Background: an optimization exercise with open tools, aiming at small area. Do not read the settings as production practice. Only simulation tests tie the RTL to the original design; equivalence was not proved. Power figures rest on the tool's default switching activity, not on a simulated workload.

// pong
module pong(clk, rst, Movleft, Movright, vga_h_sync, vga_v_sync, vga_R, vga_G, vga_B, Shoot);
input clk, rst, Movleft, Movright, Shoot;
output vga_h_sync, vga_v_sync, vga_R, vga_G, vga_B;
wire inDisplayArea;
wire [9:0] X;
wire [8:0] Y;
wire ResetCollision;
hvsync_generator syncgen(.clk(clk), .rst(rst), .vga_h_sync(vga_h_sync), .vga_v_sync(vga_v_sync),
  .inDisplayArea(inDisplayArea), .CounterX(X), .CounterY(Y), .frame_tick(ResetCollision));
wire [4:0] Yr = Y[8:4];
reg start, GameO, GameO_d, livereset, respawn, exitstart, death;
reg [2:0] lives;
reg [8:0] blk_gone;          
reg [9:0] accum8;
reg [6:0] accum_hi;
wire pps = (X[2:0] == 0) & (accum8 == 0);
wire pps1 = pps & (accum_hi == 0);
always @(posedge clk, posedge rst)
    if(rst) begin
        accum8 <= 0;
        accum_hi <= 0;
    end
    else begin
        if (&X[2:0]) accum8 <= (accum8[9] & accum8[6] & accum8[5] & accum8[4]) ? 10'd0 : accum8 + 1'b1;   
        if (pps) accum_hi <= (accum_hi == 0 ? 7'd100 : accum_hi) - 1'b1;
    end
reg [8:0] PaddlePosition;
always @(posedge clk, posedge rst)
    if(rst) PaddlePosition <= 249;
    else if(start) PaddlePosition <= 249;
    else if(pps & ~GameO) begin
        if(Movright) begin
            if(~&PaddlePosition) PaddlePosition <= PaddlePosition + 1'b1;
        end
        else if(Movleft) begin
            if(|PaddlePosition) PaddlePosition <= PaddlePosition - 1'b1;
        end
    end
  ...
Settings: LEC_CHECK=0, CAP_MARGIN=20, CORE_MARGIN=2, CORE_UTILIZATION=75, CTS_BUF_LIST=sky130_fd_sc_hd__clkbuf_8, PLACE_DENSITY=0.85, SLEW_MARGIN=20; clock period 20.0 ns.
standard.sh (not shown) runs the stock make flow with config.mk's settings and CLKGATE_MAP_FILE= SYNTH_SCRIPT=/design/flow/synth_recipe.tcl, a recipe that flattens the netlist after the stock synthesis.
==> flow/flow/run.sh <==
#!/bin/bash
# Own layout flow: the standard ORFS flow (standard.sh) with these changes:
#  - synthesis maps the combinational logic with ABC using an area-oriented
#    script (flow/abc.script: &deepsyn, then &dch/&nf) instead of ORFS's
#    delay-oriented one, and skips Yosys's adder cell mapping so that ABC
#    sees adders as plain logic. Registers are mapped exactly as in the
#    standard synthesis (same Yosys passes up to ABC).
#  - synthesis runs eight times, four at a time, with different &deepsyn
#    seeds, and the smallest netlist is kept for the layout.
#  - the port buffers are sky130_fd_sc_hd__buf_1.
#  - clock tree synthesis inserts no dummy loads (CTS_ARGS below).
# Each run's full output goes to a log file in this folder (ORFS keeps its
# per-step logs under orfs/logs/).
set -euo pipefail
W=$PWD
SEEDS="0 1 2 3 4 5 6 7"
run_seed() {
  s=$1
  rm -rf "$W/scripts_$s" "$W/orfs_$s"
  cp -r "$FLOW_HOME/scripts" "$W/scripts_$s"
  sed "s/@SEED@/$s/" "$W/flow/abc.script" > "$W/scripts_$s/abc_speed.script"
  bash standard.sh SCRIPTS_DIR="$W/scripts_$s" ADDER_MAP_FILE= WORK_HOME="$W/orfs_$s" synth > "$W/synth_$s.log" 2>&1 || true
}
for s in 0 1 2 3; do run_seed $s & done
wait
for s in 4 5 6 7; do run_seed $s & done
wait
best=""; best_area=""
for s in $SEEDS; do
  rpt="$W/orfs_$s/reports/$FLOW_PLATFORM/pong/base/synth_stat.txt"
  [[ -f "$rpt" ]] || continue
  a=$(awk '/Chip area for module/ {print $NF}' "$rpt")
  echo "seed $s: area $a" >> "$W/synth_choice.log"
  if [[ -z "$best" ]] || awk -v a="$a" -v b="$best_area" 'BEGIN{exit !(a < b)}'; then
    best=$s; best_area=$a
  fi
done
echo "chosen seed $best ($best_area)" >> "$W/synth_choice.log"
rm -rf "$W/orfs"
mv "$W/orfs_$best" "$W/orfs"
for s in $SEEDS; do [[ "$s" == "$best" ]] || rm -rf "$W/orfs_$s" "$W/scripts_$s"; done
bash standard.sh SCRIPTS_DIR="$W/scripts_$best" ADDER_MAP_FILE= BUFFER_PORTS_ARGS="-buffer_cell sky130_fd_sc_hd__buf_1" CTS_ARGS="-sink_clustering_enable -repair_clock_nets -buf_list sky130_fd_sc_hd__clkbuf_8 -dont_use_dummy_load" finish > "$W/layout.log" 2>&1
test -f "$W/out/final.def"
==> flow/flow/abc.script <==
&get -n
&st
&deepsyn -J 100 -T 300 -S @SEED@
&dch -f
&nf -R 1000 -p -F 10 -A 10 -a
&put
topo
The baseline went through all stages and came out clean.
==> next run, changes <==
--- a/flow/flow/run.sh
+++ b/flow/flow/run.sh
@@ -40,4 +40,4 @@
 mv "$W/orfs_$best" "$W/orfs"
 for s in $SEEDS; do [[ "$s" == "$best" ]] || rm -rf "$W/orfs_$s" "$W/scripts_$s"; done
-bash standard.sh SCRIPTS_DIR="$W/scripts_$best" ADDER_MAP_FILE= BUFFER_PORTS_ARGS="-buffer_cell sky130_fd_sc_hd__buf_1" CTS_ARGS="-sink_clustering_enable -repair_clock_nets -buf_list sky130_fd_sc_hd__clkbuf_8 -dont_use_dummy_load" finish > "$W/layout.log" 2>&1
+bash standard.sh SCRIPTS_DIR="$W/scripts_$best" ADDER_MAP_FILE= BUFFER_PORTS_ARGS="-buffer_cell sky130_fd_sc_hd__buf_1" CTS_ARGS="-sink_clustering_enable -sink_clustering_size 27 -sink_clustering_max_diameter 150 -sink_clustering_levels 1 -repair_clock_nets -buf_list sky130_fd_sc_hd__clkbuf_8 -dont_use_dummy_load" finish > "$W/layout.log" 2>&1
 test -f "$W/out/final.def"
==> flow/flow/abc.script (replaced) <==
&get -n
&st
&deepsyn -J 100 -T 300 -S @SEED@
&dch -f
&nf -R 1000
&put
topo
The new run finished with timing, DRC and antenna clean.
Worst setup slack gets worse by 0.013 ns.
Synthesized area barely changes.
Utilization shrinks by 0.67 points.
Non-clock buffer count shrinks by 3.
Hold slack gets worse by 0.0070 ns.
First-iteration DRC count grows by 7.9%.
Sequential power stays flat.
Via count barely changes.
Power hardly moves.
==> next run, changes <==
--- a/flow/flow/run.sh
+++ b/flow/flow/run.sh
@@ -9,10 +9,11 @@
 #    seeds, and the smallest netlist is kept for the layout.
 #  - the port buffers are sky130_fd_sc_hd__buf_1.
-#  - clock tree synthesis inserts no dummy loads (CTS_ARGS below).
+#  - clock tree synthesis inserts no dummy loads and uses a clkbuf_4 root
+#    buffer with clkbuf_8 elsewhere (CTS_ARGS below).
 # Each run's full output goes to a log file in this folder (ORFS keeps its
 # per-step logs under orfs/logs/).
 set -euo pipefail
 W=$PWD
-SEEDS="0 1 2 3 4 5 6 7"
+SEEDS="6"
 run_seed() {
   s=$1
@@ -22,7 +23,7 @@
   bash standard.sh SCRIPTS_DIR="$W/scripts_$s" ADDER_MAP_FILE= WORK_HOME="$W/orfs_$s" synth > "$W/synth_$s.log" 2>&1 || true
 }
-for s in 0 1 2 3; do run_seed $s & done
+for s in 6; do run_seed $s & done
 wait
-for s in 4 5 6 7; do run_seed $s & done
+true
 wait
 best=""; best_area=""
@@ -40,4 +41,4 @@
 mv "$W/orfs_$best" "$W/orfs"
 for s in $SEEDS; do [[ "$s" == "$best" ]] || rm -rf "$W/orfs_$s" "$W/scripts_$s"; done
-bash standard.sh SCRIPTS_DIR="$W/scripts_$best" ADDER_MAP_FILE= BUFFER_PORTS_ARGS="-buffer_cell sky130_fd_sc_hd__buf_1" CTS_ARGS="-sink_clustering_enable -sink_clustering_size 27 -sink_clustering_max_diameter 150 -sink_clustering_levels 1 -repair_clock_nets -buf_list sky130_fd_sc_hd__clkbuf_8 -dont_use_dummy_load" finish > "$W/layout.log" 2>&1
+bash standard.sh SCRIPTS_DIR="$W/scripts_$best" ADDER_MAP_FILE= BUFFER_PORTS_ARGS="-buffer_cell sky130_fd_sc_hd__buf_1" CTS_ARGS="-sink_clustering_enable -repair_clock_nets -buf_list sky130_fd_sc_hd__clkbuf_8 -root_buf sky130_fd_sc_hd__clkbuf_4 -dont_use_dummy_load" finish > "$W/layout.log" 2>&1
 test -f "$W/out/final.def"
==> flow/flow/abc.script (replaced) <==
&get -n
&st
&deepsyn -J 100 -T 300 -S @SEED@
&dch -f
&nf -R 1000 -p -F 10 -A 10 -a
&put
topo
CORE_UTILIZATION = 85   (was 75)
PLACE_DENSITY = 0.92   (was 0.85)
The changed run never finished: it broke off in global placement without I/O (3_1_place_gp_skip_io).
Synthesized cell count falls by 1.6%.
Synthesized area hardly moves.
==> next run, changes <==
--- a/flow/flow/run.sh
+++ b/flow/flow/run.sh
@@ -9,11 +9,9 @@
 #    seeds, and the smallest netlist is kept for the layout.
 #  - the port buffers are sky130_fd_sc_hd__buf_1.
-#  - clock tree synthesis inserts no dummy loads and uses a clkbuf_4 root
-#    buffer with clkbuf_8 elsewhere (CTS_ARGS below).
 # Each run's full output goes to a log file in this folder (ORFS keeps its
 # per-step logs under orfs/logs/).
 set -euo pipefail
 W=$PWD
-SEEDS="6"
+SEEDS="0 1 2 3 4 5 6 7"
 run_seed() {
   s=$1
@@ -23,7 +21,7 @@
   bash standard.sh SCRIPTS_DIR="$W/scripts_$s" ADDER_MAP_FILE= WORK_HOME="$W/orfs_$s" synth > "$W/synth_$s.log" 2>&1 || true
 }
-for s in 6; do run_seed $s & done
+for s in 0 1 2 3; do run_seed $s & done
 wait
-true
+for s in 4 5 6 7; do run_seed $s & done
 wait
 best=""; best_area=""
@@ -41,4 +39,4 @@
 mv "$W/orfs_$best" "$W/orfs"
 for s in $SEEDS; do [[ "$s" == "$best" ]] || rm -rf "$W/orfs_$s" "$W/scripts_$s"; done
-bash standard.sh SCRIPTS_DIR="$W/scripts_$best" ADDER_MAP_FILE= BUFFER_PORTS_ARGS="-buffer_cell sky130_fd_sc_hd__buf_1" CTS_ARGS="-sink_clustering_enable -repair_clock_nets -buf_list sky130_fd_sc_hd__clkbuf_8 -root_buf sky130_fd_sc_hd__clkbuf_4 -dont_use_dummy_load" finish > "$W/layout.log" 2>&1
+bash standard.sh SCRIPTS_DIR="$W/scripts_$best" ADDER_MAP_FILE= BUFFER_PORTS_ARGS="-buffer_cell sky130_fd_sc_hd__buf_1" finish > "$W/layout.log" 2>&1
 test -f "$W/out/final.def"
==> flow/flow/abc.script (replaced) <==
&get -n
&st
&deepsyn -J 100 -T 300 -S @SEED@
&dch -f
&nf -R 1000
&put
topo
CORE_UTILIZATION = 60   (was 85)
PLACE_DENSITY = 0.7   (was 0.92)
What happened: The changed run finished clean; synthesized cell count went up by 1.6%; synthesized area is about the same.
==> next run, changes <==
CORE_UTILIZATION = 75   (was 60)
PLACE_DENSITY = 0.85   (was 0.7)
Result: Die area drops by 19%; clock-buffer cell count decreases by 1; power went down by 2.4%; via count is higher by 6.5%; global-route usage goes up by 11 points; wire length climbs by 5.7%; first-iteration DRC count rose by 38%; cell count went down by 3.5%; sequential power barely changes; setup slack got worse by 0.095 ns.

port drivers added, routing unchanged:
The results above use ideal ports. As a check the final layouts listed here were re-extracted and re-timed, cells and wires unchanged. Step 1 assumes that a clkbuf_16 drives the clock port and a buf_2 every other input. Step 2, shift: input delay + t, output delay - t, t = (earliest + latest rising clock arrival at the registers) / 2. This alone moves slack from input paths to output paths. a / b / c = ideal / step 1 / step 2; a / b = the first two.
| run | t (ns) | slack for setup (ns) | latest minus earliest clock arrival (ns) |
|---|---|---|---|
| the first run | 0.399 | 14.261 / 14.273 / 13.874 | 0.037 / 0.037 |
| the second run | 0.400 | 14.248 / 14.257 / 13.857 | 0.036 / 0.036 |
| the fourth run | 0.414 | 14.401 / 14.412 / 13.998 | 0.016 / 0.016 |
| the fifth run | 0.413 | 14.306 / 14.314 / 13.901 | 0.019 / 0.020 |
After both steps setup and hold are still met in every run listed. The setup slack of the fifth run, which loses most, moves by +0.008 ns with the drivers and by -0.405 ns with both steps.
